This design comes from an exercise in tuning for small area, a short achievable clock period and few clock cycles on the open sky130 flow, not from production work.
The RTL was checked by simulation tests, not by an equivalence proof against the original design.
Power and IR drop assume default switching activity.

JK:
// lmfe_top
module lmfe_top (
	clk,
	reset,
	Din,
	in_en,
	busy,
	out_valid,
	Dout,
	sram_a,
	sram_d,
	sram_cen,
	sram_wen,
	sram_q
);
Size: about 2000 cells after synthesis, ~590 flip-flops, ~49 I/O pins, roughly 22000 sq um of cells after synthesis.
==> flow/config.mk <==
export PLATFORM = sky130hd
export DESIGN_NAME = lmfe_top
export DESIGN_NICKNAME = lmfe_top
export VERILOG_FILES = /design/flow/design.v
export SDC_FILE = /design/flow/constraint.sdc
export NUM_CORES = 4
export LEC_CHECK = 0
export CAP_MARGIN = 20
export CORE_MARGIN = 2
export CORE_UTILIZATION = 40
export CTS_CLUSTER_DIAMETER = 60
export CTS_CLUSTER_SIZE = 24
export PLACE_DENSITY = 0.55
export SLEW_MARGIN = 20
==> flow/constraint.sdc <==
create_clock -name core_clock -period 10.0 [get_ports {clk}]
set_input_delay 2.0000 -clock core_clock [delete_from_list [all_inputs] [get_ports {clk}]]
set_output_delay 2.0000 -clock core_clock [all_outputs]
set_load 0.01 [all_outputs]
standard.sh (not shown) runs the stock make flow with config.mk's settings and CLKGATE_MAP_FILE= SYNTH_SCRIPT=/design/flow/synth_recipe.tcl, a recipe that flattens the netlist after the stock synthesis.
==> flow/flow/run.sh <==
#!/bin/bash
set -euo pipefail
bash standard.sh SETUP_SLACK_MARGIN=6.5 finish > standard.log 2>&1
Testbench counts of JK, summed over its fixed seeds: cycles 706,620.
Here is what was changed in the inputs of MS compared with JK.
Settings: swapping 40 for 55 in CORE_UTILIZATION; swapping 0.55 for 0.7 in PLACE_DENSITY.
==> flow/flow/run.sh <==
#!/bin/bash
set -euo pipefail
bash standard.sh SETUP_SLACK_MARGIN=6.2 finish > standard.log 2>&1
--- outcome ---
MS ends up with a area growth from synthesis to final layout that is 6.3 points lower than in JK. When MS is set beside JK, its worst-case vdd ir drop turns out to be 4.0 uV smaller. Across both runs, number of vias in the routed layout was lower for MS than for JK. Starting density of the core | MS above JK. The time the worst path needs with I/O delays and setup in MS sits 0.053 ns above the value recorded for JK. Re count of clock-buffer cells in the layout: no difference whatsoever between MS and JK. Die area | MS < JK. Summary of MS over JK: number of well taps -223; non-clock buffer count saw a decrease; total wire length after detailed routing lost 5600 microns.

* * *

Starting RTL as in the previous note.
==> flow/config.mk <==
export PLATFORM = sky130hd
export DESIGN_NAME = lmfe_top
export DESIGN_NICKNAME = lmfe_top
export VERILOG_FILES = /design/flow/design.v
export SDC_FILE = /design/flow/constraint.sdc
export NUM_CORES = 4
export LEC_CHECK = 0
export CAP_MARGIN = 20
export CORE_MARGIN = 2
export CORE_UTILIZATION = 40
export CTS_CLUSTER_DIAMETER = 80
export CTS_CLUSTER_SIZE = 32
export PLACE_DENSITY = 0.55
export SLEW_MARGIN = 20
==> flow/constraint.sdc <==
create_clock -name core_clock -period 10.0 [get_ports {clk}]
set_input_delay 2.0000 -clock core_clock [delete_from_list [all_inputs] [get_ports {clk}]]
set_output_delay 2.0000 -clock core_clock [all_outputs]
set_load 0.01 [all_outputs]
==> flow/flow/run.sh <==
#!/bin/bash
set -euo pipefail
bash standard.sh SETUP_SLACK_MARGIN=6.2 finish > standard.log 2>&1
Testbench counts at the start, summed over its fixed seeds: cycles 706,620.
Rerun with:
CORE_UTILIZATION = 65   (was 40)
CTS_CLUSTER_DIAMETER = 60   (was 80)
CTS_CLUSTER_SIZE = 24   (was 32)
PLACE_DENSITY = 0.8   (was 0.55)
Result: Wire length came out higher by 0.43%; sequential power stays flat; global-route usage came out higher by 10 points; worst setup slack degrades by 79 ps; area after synthesis does not change; clock skew came out lower by 4.9 ps.
Rerun with:
CORE_UTILIZATION = 55   (was 65)
PLACE_DENSITY = 0.7   (was 0.8)
TNS_END_PERCENT = 5   (was unset)
Effect:
- hold slack gains 6.6 ps
- final area hardly moves
- register-to-register slack gains 30 ps
- routed wire length falls by 3.2%
- sequential cell count stays the same
Rerun with:
TNS_END_PERCENT = 25   (was 5)
What happened: Routed wire length stays flat; hold slack hardly moves; clock power stays flat; core utilization barely changes; cell count is unchanged; power barely changes; setup slack gains 14 ps.
Rerun with:
CORE_UTILIZATION = 40   (was 55)
PLACE_DENSITY = 0.55   (was 0.7)
TNS_END_PERCENT = unset   (was 25)
=> Total power came out higher by a few percent. Die area rises by well over a third. Worst hold slack is worse by 5.0 ps. First-iteration DRC count goes down by about a fifth.

what the ideal ports hide:
No port has a modelled driver above. Below, the same layouts with a new extraction and two added sets of constraints. Step 1 sets driving cells, clkbuf_16 on the clock port and buf_2 on the other inputs (assumed; they add their load-dependent delay and slew). Step 2 adds t to the input delays and takes it off the output delays; t is the mean of the earliest and latest rising clock arrival at the registers after step 1. Input paths then give back, and output paths get back, about the clock's delay inside the block. Slacks: ideal / step 1 / step 2; pairs: ideal / step 1.
run	t (ns)	setup slack, ns	worst register clock-pin slew, ns
JK	0.640	6.273 / 6.273 / 6.273	0.09 / 0.09
MS	0.619	6.220 / 6.220 / 6.220	0.09 / 0.09
the first run of note 2	0.663	6.204 / 6.204 / 6.204	0.11 / 0.11
the second run of note 2	0.617	6.125 / 6.125 / 6.125	0.09 / 0.09
the third run of note 2	0.627	6.155 / 6.155 / 6.155	0.10 / 0.10
the fourth run of note 2	0.627	6.168 / 6.168 / 6.168	0.09 / 0.09
the fifth run of note 2	0.645	6.141 / 6.141 / 6.141	0.09 / 0.09
After both steps every run listed still meets setup and hold.
